From an optimization exercise on the open Yosys and OpenROAD flow, aimed at small area; shortcuts taken in it are not production practice. The RTL was checked by simulation tests, not by an equivalence proof against the original design.

== the baseline ==
## LeNet_C1_layer
module LeNet_C1_layer(
	input	wire		i_sclk,
	input	wire		i_rstn,
	input	wire		i_vsync,
	input	wire		i_hsync,
	input	wire		i_valid,
	input	wire		i_tdata,
	input	wire[5:0]	i_W_en,
	input	wire[7:0]	i_Weight_1,
	input	wire[7:0]	i_Weight_2,
	input	wire[7:0]	i_Weight_3,
	input	wire[7:0]	i_Weight_4,
	input	wire[7:0]	i_Weight_5,
	input	wire[7:0]	i_Weight_6,
	input	wire[4:0]	i_W_addr,
	input	wire[7:0]	i_Bias_1,
	input	wire[7:0]	i_Bias_2,
	input	wire[7:0]	i_Bias_3,
	input	wire[7:0]	i_Bias_4,
	input	wire[7:0]	i_Bias_5,
	input	wire[7:0]	i_Bias_6,
	output	reg 		o_hsync,
	output	reg 		o_valid,
	output	reg [5:0]	o_tdata
);
clock: 6.0 ns
lec_check: 0
cap_margin: 20
core_margin: 2
core_utilization: 66
cts_cluster_diameter: 100
cts_cluster_size: 25
place_density: 0.76
slew_margin: 20
synth_hierarchical: 1
standard.sh (not shown) runs the stock make flow with config.mk's settings and CLKGATE_MAP_FILE= SYNTH_SCRIPT=/design/flow/synth_recipe.tcl, a recipe that flattens the netlist after the stock synthesis.
==> flow/flow/run.sh <==
#!/bin/bash
# The standard layout (standard.sh) with two changes: the port buffers use the
# smallest buffer cell, and clock tree synthesis adds no dummy loads and
# clusters up to 25 sinks within 100 um. Each step's full log stays under
# orfs/logs; make's own output goes to standard.log.
set -euo pipefail
export BUFFER_PORTS_ARGS="-buffer_cell sky130_fd_sc_hd__buf_1"
export CTS_ARGS="-sink_clustering_enable -repair_clock_nets -dont_use_dummy_load -sink_clustering_size 25 -sink_clustering_max_diameter 100"
bash standard.sh > standard.log 2>&1
#### Input delta (the candidate over the baseline)
diff --git a/flow/design.v b/flow/design.v
--- a/flow/design.v
+++ b/flow/design.v
@@ -65,20 +65,28 @@
 wire[116:0]	lb_nx;
 wire		lb_e = val_d[5];
 wire		lb_ne = ~val_d[5];
 c1_hold lb_hold[116:0] (.e(lb_e), .ne(lb_ne), .d({lb[115:0], pix_d[5]}), .q(lb), .y(lb_nx));
 always @(posedge i_sclk)
 	lb <= lb_nx;
-reg [1199:0]	wr;	 
+wire[24:0]	ndec;
+wire		nrst = ~i_rstn;
+wire[5:0]	nwr = ~(i_W_en & {6{i_rstn}});	 
 genvar g, a;
 generate
+	for (a = 0; a < 25; a = a + 1) begin: adec
+		assign ndec[a] = i_W_addr != a;
+	end
+endgenerate
+reg [1199:0]	wr;	 
+generate
 	for (g = 0; g < 6; g = g + 1) begin: wgt
 		for (a = 0; a < 25; a = a + 1) begin: adr
-			wire we = i_W_en[g] && i_W_addr == a;
-			wire e = i_rstn && we;
-			wire ne = i_rstn && !we;
+			wire e, ne;
+			c1_nor2 sel_e (.a(nwr[g]), .b(ndec[a]), .y(e));
+			c1_nor2 sel_ne (.a(e), .b(nrst), .y(ne));
 			wire[7:0] nx;
 			c1_hold h[7:0] (.e(e), .ne(ne), .d(wt[g]), .q(wr[8*(25*g+a) +: 8]), .y(nx));
 			always @(posedge i_sclk)
 				wr[8*(25*g+a) +: 8] <= nx;
 		end
 	end
@@ -3788,12 +3796,19 @@
 	input	wire	d,
 	input	wire	q,
 	output	wire	y
 );
 assign y = (e & d) | (ne & q);
 endmodule
+module c1_nor2(
+	input	wire	a,
+	input	wire	b,
+	output	wire	y
+);
+assign y = ~(a | b);
+endmodule
 module c1_fa(
 	input	wire	a,
 	input	wire	b,
 	input	wire	c,
 	output	wire	s,
 	output	wire	co
## What came out
As far as H-tree depth is concerned, the baseline and the candidate perform about the same.
Sort the candidate and the baseline by worst setup slack before clock tree synthesis, ascending, and the baseline comes first.
Length of routed met2 wiring in the candidate is 8700 um lower than in the baseline
Per the comparison of the candidate with the baseline, largest vdd supply drop rose by about 16%, synthesized-area fraction occupied by xor and xnor cells stayed essentially flat, global-route wire length before repair shows a reduction of about 7%.
From the baseline to the candidate the numbers moved as follows: final standard cell area without fillers now sits lower; number of vias in the routed layout decreased 2569.

static timing again, ports no longer ideal:
The results above use ideal ports. As a check the final layouts listed here were re-extracted and re-timed, cells and wires unchanged. Step 1 sets driving cells, clkbuf_16 on the clock port and buf_2 on the other inputs (assumed; they add their load-dependent delay and slew). Step 2, shift: input delay + t, output delay - t, t = (earliest + latest rising clock arrival at the registers) / 2. This alone moves slack from input paths to output paths. Slacks: ideal ports / drivers / drivers and shift; pairs: ideal ports / drivers.
run | shift t [ns] | slack for setup (ns) | hold WS [ns] | worst setup path after step 2 | worst data-port slew with drivers (ns)
the baseline | 0.793 | 0.200 / 0.200 / 0.200 | 0.336 / 0.336 / 0.336 | register to register | 0.23
the candidate | 0.791 | 0.098 / 0.098 / 0.098 | 0.323 / 0.323 / 0.323 | register to register | 0.18
After both steps every run listed still meets setup and hold.
